Background: an optimization exercise with open tools, aiming at small area, a short achievable clock period and few clock cycles per item. Do not read the settings as production practice. RTL that was checked went through simulation tests only; none was proved equivalent to the original.

==> v13 <==
Design mmm, start of the top module:
module mmm #(
   parameter integer N = 256
) (
   input wire clk,
   input wire rn,
   input wire start,
   input wire [N-1:0] a,
   input wire [N-1:0] b,
   input wire [N-1:0] n,
   output wire ready,
   output wire [N-1:0] y
);
==> module mmm_iteration, before the edit <==
module mmm_iteration #(
   parameter integer N = 32
) (
   input wire [3:0] a,
   input wire [3:0] ab,
   input wire [N-1:0] b,
   input wire [N-1:0] n,
   input wire [N+1:0] s_ps,
   input wire [N+1:0] c_ps,
   input wire ci_ps,
   output wire [N+1:0] s_ns,
   output wire [N+1:0] c_ns,
   output wire ci_ns
);
localparam integer TW = N + 6;
wire [3:0] v = s_ps[3:0] + c_ps[3:0] + ci_ps + ab;
wire ni1 = ~n[1];
wire [1:0] m0 = {v[1] ^ (v[0] & ni1), v[0]};
wire e0_s1 = m0[0];                  
wire e0_s2 = m0[1] & ~m0[0];         
wire e0_ng = m0[1] & m0[0];          
wire [3:0] en0 = e0_s1 ? (e0_ng ? (4'd0 - n[3:0]) : n[3:0]) : (e0_s2 ? {n[2:0], 1'b0} : 4'd0);
wire [3:0] v1 = v + en0;
wire [1:0] m1 = {v1[3] ^ (v1[2] & ni1), v1[2]};
wire e1_s1 = m1[0];
wire e1_s2 = m1[1] & ~m1[0];
wire e1_ng = m1[1] & m1[0];
wire [N:0] m0v = ({(N+1){e0_s1}} & {1'b0, n}) | ({(N+1){e0_s2}} & {n, 1'b0});
wire [N:0] m1v = ({(N+1){e1_s1}} & {1'b0, n}) | ({(N+1){e1_s2}} & {n, 1'b0});
wire [TW-1:0] r0 = {{(TW-N-2){1'b0}}, s_ps};
wire [TW-1:0] r1 = {{(TW-N-2){1'b0}}, c_ps};
wire [TW-1:0] p0 = {{(TW-N){1'b0}}, b & {N{a[0]}}};
wire [TW-1:0] p1 = {{(TW-N-1){1'b0}}, b & {N{a[1]}}, ci_ps};
wire [TW-1:0] p2 = {{(TW-N-2){1'b0}}, b & {N{a[2]}}, 1'b0, e0_ng};
wire [TW-1:0] p3 = {{(TW-N-3){1'b0}}, b & {N{a[3]}}, e1_ng, 2'b00};
wire [TW-1:0] q0 = {{(TW-N-2){1'b0}}, ~e0_ng, m0v ^ {(N+1){e0_ng}}};
wire [TW-1:0] q1 = {{(TW-N-4){1'b0}}, ~e1_ng, m1v ^ {(N+1){e1_ng}}, 2'b00};
wire [TW-1:0] s1, c1, s2, c2, s3, c3, s4, c4, s5, c5, s6, c6;
mmm_csa #(.W(TW)) u_l1a (.x(r0), .y(r1), .z(p0), .s(s1), .c(c1));
mmm_csa #(.W(TW)) u_l1b (.x(p1), .y(p2), .z(p3), .s(s2), .c(c2));
mmm_csa #(.W(TW)) u_l2 (.x(s1), .y(c1), .z(s2), .s(s3), .c(c3));
mmm_csa #(.W(TW)) u_l3 (.x(s3), .y(c3), .z(q0), .s(s4), .c(c4));
mmm_csa #(.W(TW)) u_l4 (.x(s4), .y(c4), .z(c2), .s(s5), .c(c5));
mmm_csa #(.W(TW)) u_l5 (.x(s5), .y(c5), .z(q1), .s(s6), .c(c6));
assign s_ns = s6[N+5:4];
assign c_ns = c6[N+5:4];
assign ci_ns = |{s6[3:0], c6[3:0]};
endmodule
==> module mmm_csa, before the edit <==
module mmm_csa #(
   parameter integer W = 8
) (
   input wire [W-1:0] x,
   input wire [W-1:0] y,
   input wire [W-1:0] z,
   output wire [W-1:0] s,
   output wire [W-1:0] c
);
assign s = x ^ y ^ z;
assign c = {((x[W-2:0] & y[W-2:0]) | (x[W-2:0] & z[W-2:0]) | (y[W-2:0] & z[W-2:0])), 1'b0};
endmodule
Settings: LEC_CHECK=0, CAP_MARGIN=20, CORE_MARGIN=2, CORE_UTILIZATION=35, SETUP_SLACK_MARGIN=0.3, SLEW_MARGIN=20, SYNTH_HIERARCHICAL=1; clock period 12.0 ns.
run.sh (not shown) runs the stock make flow with config.mk's settings and CLKGATE_MAP_FILE= SYNTH_SCRIPT=/design/flow/synth_recipe.tcl, a recipe that flattens the netlist after the stock synthesis.
==> v39 (differences from v13) <==
--- a/flow/design.v
+++ b/flow/design.v
@@ -82,28 +82,21 @@
 wire [TW-1:0] p3 = {{(TW-N-3){1'b0}}, b & {N{a[3]}}, e1_ng, 2'b00};
 wire [TW-1:0] q0 = {{(TW-N-2){1'b0}}, ~e0_ng, m0v ^ {(N+1){e0_ng}}};
 wire [TW-1:0] q1 = {{(TW-N-4){1'b0}}, ~e1_ng, m1v ^ {(N+1){e1_ng}}, 2'b00};
-wire [TW-1:0] s1, c1, s2, c2, s3, c3, s4, c4, s5, c5, s6, c6;
-mmm_csa #(.W(TW)) u_l1a (.x(r0), .y(r1), .z(p0), .s(s1), .c(c1));
-mmm_csa #(.W(TW)) u_l1b (.x(p1), .y(p2), .z(p3), .s(s2), .c(c2));
-mmm_csa #(.W(TW)) u_l2 (.x(s1), .y(c1), .z(s2), .s(s3), .c(c3));
-mmm_csa #(.W(TW)) u_l3 (.x(s3), .y(c3), .z(q0), .s(s4), .c(c4));
-mmm_csa #(.W(TW)) u_l4 (.x(s4), .y(c4), .z(c2), .s(s5), .c(c5));
-mmm_csa #(.W(TW)) u_l5 (.x(s5), .y(c5), .z(q1), .s(s6), .c(c6));
+   wire [TW-1:0] s1 = r0 ^ r1 ^ p0; 
+   wire [TW-1:0] c1 = {((r0 & r1) | (r0 & p0) | (r1 & p0)), 1'b0};
+   wire [TW-1:0] s2 = p1 ^ p2 ^ p3; 
+   wire [TW-1:0] c2 = {((p1 & p2) | (p1 & p3) | (p2 & p3)), 1'b0};
+   wire [TW-1:0] s3 = s1 ^ c1 ^ s2; 
+   wire [TW-1:0] c3 = {((s1 & c1) | (s1 & s2) | (c1 & s2)), 1'b0};
+   wire [TW-1:0] s4 = s3 ^ c3 ^ q0; 
+   wire [TW-1:0] c4 = {((s3 & c3) | (s3 & q0) | (c3 & q0)), 1'b0};
+   wire [TW-1:0] s5 = s4 ^ c4 ^ c2; 
+   wire [TW-1:0] c5 = {((s4 & c4) | (s4 & c2) | (c4 & c2)), 1'b0};
+   wire [TW-1:0] s6 = s5 ^ c5 ^ q1; 
+   wire [TW-1:0] c6 = {((s5 & c5) | (s5 & q1) | (c5 & q1)), 1'b0};
 assign s_ns = s6[N+5:4];
 assign c_ns = c6[N+5:4];
 assign ci_ns = |{s6[3:0], c6[3:0]};
-endmodule
-module mmm_csa #(
-   parameter integer W = 8
-) (
-   input wire [W-1:0] x,
-   input wire [W-1:0] y,
-   input wire [W-1:0] z,
-   output wire [W-1:0] s,
-   output wire [W-1:0] c
-);
-assign s = x ^ y ^ z;
-assign c = {((x[W-2:0] & y[W-2:0]) | (x[W-2:0] & z[W-2:0]) | (y[W-2:0] & z[W-2:0])), 1'b0};
 endmodule
 module mmm #(
    parameter integer N = 256
SYNTH_HIERARCHICAL = default   (was 1)
==> comparison <==
In v13 the critical path depth is lower than in v39, by 8.
Design area: v13 is smaller than v39 (1.0%).
Between v39 and v13, the lower die area is in v13 (gap 1.0%, measured against v13).
Against v39, the register-to-register slack of v13 is better by 1.4 ns.
Against v13, the setup slack of v39 is worse by 1.4 ns.
Via count: v39 is lower than v13 (1.2%).
==> figures <==
| quantity | v13 | v39 |
|---|---|---|
| Cts bufs inserted | 171 | 175 |
| Area after detailed placement | 0.133 mm² | 0.134 mm² |
| Arithmetic-cell share of the synthesized area counting full adders, half adders and majority gates | 31.5% | 31.0% |
| Worst Setup Slack post-DPL | 4.17 ns | 2.74 ns |
| Placeable Area | 0.343 mm² | 0.346 mm² |
| Post-layout instance count excluding filler cells | 16700 | 17200 |
| Core Util, Final | 40.5% | 40.6% |
| Inverters, non-clock | 720 | 2214 |
| Multi-input logic area | 0.0816 mm² | 0.0775 mm² |
| Sequential cell area fraction in the yosys report | 26.1% | 25.9% |
| Gpl congestion | 0.936 | 0.926 |
| Net count of the finished layout | 14700 | 15200 |
| Run status | timing/DRC/antenna clean | timing/DRC/antenna clean |
| Average vias per placed instance | 5.53 | 5.29 |
| Total routing resource utilization after global routing | 25.9% | 26.1% |
| Met3 Track Usage GR | 5.25% | 5.25% |
Testbench counts of v13, summed over its fixed seeds: cycles 17,944, items 256.
Testbench counts of v39, summed over its fixed seeds: cycles 17,944, items 256.

---

==> job 1433 <==
==> flow/design.v <==
module mmm_control #(
   parameter integer N = 32
) (
   input wire clk,
   input wire rn,
   input wire start,
   output wire active,  
   output wire ready
);
localparam integer CNT_SIZE = $clog2(N);
reg [CNT_SIZE-1:0] cnt;
wire done;
reg i_active;
reg i_ready;
always @(posedge clk, negedge rn) begin
   if (!rn) cnt <= 0;
   else if (start) cnt <= 0;
   else if (active) cnt <= cnt + 1;
end
assign done = (cnt == (N-1));
always @(posedge clk, negedge rn) begin
   if (!rn) i_active <= 1'b0;
   else if (start) i_active <= 1'b1;
   else if (done) i_active <= 1'b0;
end
assign active = i_active;
always @(posedge clk, negedge rn) begin
   if (!rn) i_ready <= 1'b0;
   else i_ready <= done;
end
assign ready = i_ready;
endmodule
module mmm_iteration #(
   parameter integer N = 32
) (
   input wire [N-1:0] a,
   input wire [N-1:0] b,
   input wire [N-1:0] n,
   input wire [N:0] s_ps,
   output wire [N:0] s_ns,
   output wire [N-1:0] y
);
wire [N+1:0] p;
wire q;
wire [N+1:0] t;
wire [N:0] d;
assign p = (s_ps + a[0]*b) % 2;
assign q = p[0];
assign t = (s_ps + q*n + a[0]*b) / 2;
assign d = ((s_ps >= n) ? (s_ps - n) : s_ps);
assign s_ns = t[N:0];
assign y = d[N-1:0];
endmodule
module mmm #(
   parameter integer N = 256
) (
   input wire clk,
   input wire rn,
   input wire start,
   input wire [N-1:0] a,
   input wire [N-1:0] b,
   input wire [N-1:0] n,
   output wire ready,
   output wire [N-1:0] y
);
wire active;
reg [N-1:0] a_reg;
reg [N-1:0] b_reg;
reg [N:0] s_reg;
wire [N:0] mmm_s_ns;
mmm_control #(
   .N(N)
) u_ctrl (
   .clk(clk),
   .rn(rn),
   .start(start),
   .active(active),
   .ready(ready)
);
mmm_iteration #(
   .N(N)
) u_it (
   .a(a_reg),
   .b(b_reg),
   .n(n),
   .s_ps(s_reg),
   .s_ns(mmm_s_ns),
   .y(y)
);
always @(posedge clk, negedge rn) begin
   if (!rn) a_reg <= 0;
   else if (start) a_reg <= a;
   else if (active) a_reg <= a_reg >> 1;
end
always @(posedge clk, negedge rn) begin
   if (!rn) b_reg <= 0;
   else if (start) b_reg <= b;
end
always @(posedge clk, negedge rn) begin
   if (!rn) s_reg <= 0;
   else if (start) s_reg <= 0;
   else if (active) s_reg <= mmm_s_ns;
end
endmodule
==> flow/run.sh <==
#!/bin/bash
# synth_recipe.tcl (not shown) runs the flow's synth.tcl, then flattens the netlist and writes it again
# the make line also repeats each setting of config.mk as NAME=value (left out here)
make -C /OpenROAD-flow-scripts/flow DESIGN_CONFIG=/design/flow/config.mk WORK_HOME=/design/flow/orfs CLKGATE_MAP_FILE= SYNTH_SCRIPT=/design/flow/synth_recipe.tcl finish
==> flow/config.mk <==
export PLATFORM = sky130hd
export DESIGN_NAME = mmm
export DESIGN_NICKNAME = mmm
export VERILOG_FILES = /design/flow/design.v
export SDC_FILE = /design/flow/constraint.sdc
export NUM_CORES = 4
export LEC_CHECK = 0
export CAP_MARGIN = 20
export CORE_MARGIN = 2
export CORE_UTILIZATION = 35
export SETUP_SLACK_MARGIN = 0.3
export SLEW_MARGIN = 20
==> flow/constraint.sdc <==
create_clock -name core_clock -period 12.0 [get_ports {clk}]
set_input_delay 2.4000 -clock core_clock [delete_from_list [all_inputs] [get_ports {clk}]]
set_output_delay 2.4000 -clock core_clock [all_outputs]
set_load 0.01 [all_outputs]
==> job 2087 (differences from job 1433) <==
==> flow/design.v, changed modules only <==
module mmm_control #(
   parameter integer N = 32,
   parameter integer K = 1,
   parameter integer F = 4
) (
   input wire clk,
   input wire rn,
   input wire start,
   output wire iter,
   output wire fin,
   output wire sel,
   output wire [1:0] fcnt,
   output wire ready
);
localparam integer STEPS = N / K;
localparam integer CNT_SIZE = $clog2(STEPS);
reg [CNT_SIZE-1:0] cnt;
reg i_iter;
reg i_fin;
reg i_sel;
reg i_ready;
wire done_iter = i_iter & (cnt == (STEPS-1));
wire done_fin = i_fin & (cnt[1:0] == (F-1));
always @(posedge clk, negedge rn) begin
   if (!rn) cnt <= 0;
   else if (start | done_iter) cnt <= 0;
   else cnt <= cnt + 1;
end
assign fcnt = cnt[1:0];
always @(posedge clk, negedge rn) begin
   if (!rn) begin
      i_iter <= 1'b0;
      i_fin <= 1'b0;
      i_sel <= 1'b0;
      i_ready <= 1'b0;
   end else begin
      i_iter <= start | (i_iter & ~done_iter);
      i_fin <= ~start & (done_iter | (i_fin & ~done_fin));
      i_sel <= ~start & done_fin;
      i_ready <= ~start & i_sel;
   end
end
assign iter = i_iter;
assign fin = i_fin;
assign sel = i_sel;
assign ready = i_ready;
endmodule
module mmm_iteration #(
   parameter integer N = 32,
   parameter integer K = 4
) (
   input wire [K-1:0] a,
   input wire [N-1:0] b,
   input wire [N-1:0] n,
   input wire [N:0] s_ps,
   input wire [N:0] c_ps,
   input wire ci_ps,
   output wire [N:0] s_ns,
   output wire [N:0] c_ns,
   output wire ci_ns
);
localparam integer TW = N + 5;
wire [3:0] lo = s_ps[3:0] + c_ps[3:0] + ci_ps + (a[0] ? b[3:0] : 4'd0) + (a[1] ? {b[2:0], 1'b0} : 4'd0)
              + (a[2] ? {b[1:0], 2'b00} : 4'd0) + (a[3] ? {b[0], 3'b000} : 4'd0);
wire q0 = lo[0];
wire [3:0] lo1 = lo + (q0 ? n[3:0] : 4'd0);
wire q1 = lo1[1];
wire [3:0] lo2 = lo1 + (q1 ? {n[2:0], 1'b0} : 4'd0);
wire q2 = lo2[2];
wire [3:0] lo3 = lo2 + (q2 ? {n[1:0], 2'b00} : 4'd0);
wire q3 = lo3[3];
wire [TW-1:0] r0 = {{(TW-N-1){1'b0}}, s_ps};
wire [TW-1:0] r1 = {{(TW-N-1){1'b0}}, c_ps};
wire [TW-1:0] p0 = {{(TW-N){1'b0}}, b & {N{a[0]}}};
wire [TW-1:0] p1 = {{(TW-N-1){1'b0}}, b & {N{a[1]}}, ci_ps};
wire [TW-1:0] p2 = {{(TW-N-2){1'b0}}, b & {N{a[2]}}, 2'b0};
wire [TW-1:0] p3 = {{(TW-N-3){1'b0}}, b & {N{a[3]}}, 3'b0};
wire [TW-1:0] m0 = {{(TW-N){1'b0}}, n & {N{q0}}};
wire [TW-1:0] m1 = {{(TW-N-1){1'b0}}, n & {N{q1}}, 1'b0};
wire [TW-1:0] m2 = {{(TW-N-2){1'b0}}, n & {N{q2}}, 2'b0};
wire [TW-1:0] m3 = {{(TW-N-3){1'b0}}, n & {N{q3}}, 3'b0};
   wire [TW-1:0] s1 = r0 ^ r1 ^ p0; 
   wire [TW-1:0] c1 = {((r0 & r1) | (r0 & p0) | (r1 & p0)), 1'b0};
   wire [TW-1:0] s2 = p1 ^ p2 ^ p3; 
   wire [TW-1:0] c2 = {((p1 & p2) | (p1 & p3) | (p2 & p3)), 1'b0};
   wire [TW-1:0] s3 = s1 ^ c1 ^ s2; 
   wire [TW-1:0] c3 = {((s1 & c1) | (s1 & s2) | (c1 & s2)), 1'b0};
   wire [TW-1:0] s4 = s3 ^ c3 ^ c2; 
   wire [TW-1:0] c4 = {((s3 & c3) | (s3 & c2) | (c3 & c2)), 1'b0};
   wire [TW-1:0] s5 = m0 ^ m1 ^ m2; 
   wire [TW-1:0] c5 = {((m0 & m1) | (m0 & m2) | (m1 & m2)), 1'b0};
   wire [TW-1:0] s6 = s4 ^ c4 ^ m3; 
   wire [TW-1:0] c6 = {((s4 & c4) | (s4 & m3) | (c4 & m3)), 1'b0};
   wire [TW-1:0] s7 = s6 ^ c6 ^ s5; 
   wire [TW-1:0] c7 = {((s6 & c6) | (s6 & s5) | (c6 & s5)), 1'b0};
   wire [TW-1:0] s8 = s7 ^ c7 ^ c5; 
   wire [TW-1:0] c8 = {((s7 & c7) | (s7 & c5) | (c7 & c5)), 1'b0};
assign s_ns = s8[N+4:4];
assign c_ns = c8[N+4:4];
assign ci_ns = |{s8[3:0], c8[3:0]};
endmodule
module mmm #(
   parameter integer N = 256,
   parameter integer K = 4,
   parameter integer F = 4
) (
   input wire clk,
   input wire rn,
   input wire start,
   input wire [N-1:0] a,
   input wire [N-1:0] b,
   input wire [N-1:0] n,
   output wire ready,
   output wire [N-1:0] y
);
localparam integer W = (N + 1 + F - 1) / F;   
localparam integer SW = W * F;                
wire iter;
wire fin;
wire sel;
wire [1:0] fcnt;
reg [N-1:0] a_reg;
reg [N-1:0] b_reg;
reg [N-1:0] n_reg;
reg [SW-1:0] s_reg;
reg [SW-1:0] c_reg;
reg [W-1:0] nc_reg;
reg ct_reg;
reg cy_reg;
reg cd_reg;
wire ci_ns;
wire [N:0] s_ns;
wire [N:0] c_ns;
mmm_control #(
   .N(N),
   .K(K),
   .F(F)
) u_ctrl (
   .clk(clk),
   .rn(rn),
   .start(start),
   .iter(iter),
   .fin(fin),
   .sel(sel),
   .fcnt(fcnt),
   .ready(ready)
);
mmm_iteration #(
   .N(N),
   .K(K)
) u_it (
   .a(a_reg[K-1:0]),
   .b(b_reg),
   .n(n_reg),
   .s_ps(s_reg[N:0]),
   .c_ps(c_reg[N:0]),
   .ci_ps(ct_reg),
   .s_ns(s_ns),
   .c_ns(c_ns),
   .ci_ns(ci_ns)
);
always @(posedge clk) n_reg <= n;
always @(posedge clk) begin
   if (start) a_reg <= a;
   else a_reg <= a_reg >> K;
end
always @(posedge clk) begin
   if (start) b_reg <= b;
end
wire [SW-1:0] n_ext = {{(SW-N){1'b0}}, n_reg};
wire [W-1:0] n_chunk = n_ext[fcnt*W +: W];
wire [W:0] t_c = s_reg[W-1:0] + c_reg[W-1:0] + ct_reg;
wire [W-1:0] d_x = s_reg[W-1:0] ^ c_reg[W-1:0] ^ ~n_chunk;
wire [W-1:0] d_y = (s_reg[W-1:0] & c_reg[W-1:0]) | (s_reg[W-1:0] & ~n_chunk) | (c_reg[W-1:0] & ~n_chunk);
wire [W:0] d_c = {1'b0, d_x} + {1'b0, d_y[W-2:0], cy_reg} + cd_reg;
always @(posedge clk) begin
   if (start) begin
      ct_reg <= 1'b0;
      cy_reg <= 1'b0;
      cd_reg <= 1'b1;
   end else if (fin) begin
      ct_reg <= t_c[W];
      cy_reg <= d_y[W-1];
      cd_reg <= d_c[W];
   end else if (!sel) begin
      ct_reg <= ci_ns;
      cy_reg <= ci_ns;
      cd_reg <= 1'b1;
   end
end
always @(posedge clk) begin
   if (start) begin
      s_reg <= 0;
      c_reg <= 0;
   end else if (fin) begin
      s_reg <= {t_c[W-1:0], s_reg[SW-1:W]};
      c_reg <= {d_c[W-1:0], c_reg[SW-1:W]};
   end else if (sel) begin
      if (cd_reg | cy_reg) s_reg <= c_reg;
   end else begin
      s_reg <= {{(SW-N-1){1'b0}}, s_ns};
      c_reg <= {{(SW-N-1){1'b0}}, c_ns};
   end
end
assign y = s_reg[N-1:0];
endmodule
==> run summary <==
metric                                                                              job 1433                 job 2087
N_diodes                                                                                  37                       19
Number of global-route vias before repair                                              85732                    93066
Relative slew slack                                                                    0.170                    0.156
Area of the core                                                                  235000 um2               342000 um2
Worst setup path startpoint                                                             n[2]                 b_reg[0]
Area of the mapped netlist                                                         82400 um2               120000 um2
Area of the die                                                                   239000 um2               348000 um2
Share of post-route cells with drive strength above 1                                 0.0644                   0.0571
Outcome                                                              complete, no violations  complete, no violations
F_max                                                                             0.0864 GHz                0.114 GHz
Cell count after placement                                                             14768                    16977
Global-route wire length before repair                                                658 mm                   640 mm
Logic inverters                                                                         1210                     1964
Worst Setup Start Kind                                                         primary input                flip-flop
Fraction of the cycle the final worst path needs                                       0.964                    0.733
Library cell occupying the most area in the post-synthesis netlist  sky130_fd_sc_hd__dfrtp_1    sky130_fd_sc_hd__fa_1
Critical path data arrival time                                                      9.17 ns                  9.61 ns
Fraction of the mapped netlist area in adder cells                                     0.141                    0.369
Die width                                                                             489 um                   590 um
Final Critical Period                                                               11.57 ns                  8.79 ns
Inserted Clock Buffers                                                                   102                      173
Testbench counts of job 2087, summed over its fixed seeds: cycles 17,944, items 256.
For job 1433, only the layout was checked, not whether the RTL still works.

## afterwards: timing with drivers on the ports
The results above use ideal ports. As a check the final layouts listed here were re-extracted and re-timed, cells and wires unchanged. Step 1 (the two cells are an assumption about what drives the block):
set clk [get_ports {clk}]
set_driving_cell -lib_cell sky130_fd_sc_hd__clkbuf_16 $clk
set_driving_cell -lib_cell sky130_fd_sc_hd__buf_2 [delete_from_list [all_inputs] $clk]
Step 2 also shifts input and output timing later by t, the mid clock arrival at the registers, as if the neighbouring blocks saw the same clock. Three values: ideal ports, drivers, drivers and shift; two values: the first two.
run | t, ns | setup slack, ns | worst data-port slew with drivers (ns)
v13 | 0.969 | 4.087 / 4.087 / 4.087 | 0.34
v39 | 0.993 | 2.717 / 2.717 / 2.717 | 0.40
job 1433 | 0.880 | 0.428 / 0.388 / 0.388 | 0.30
job 2087 | 0.991 | 3.207 / 3.207 / 3.207 | 0.25
After both steps every run listed still meets setup and hold. For job 1433, which loses most, drivers alone change the setup slack by -0.040 ns; drivers and shift together by -0.040 ns.
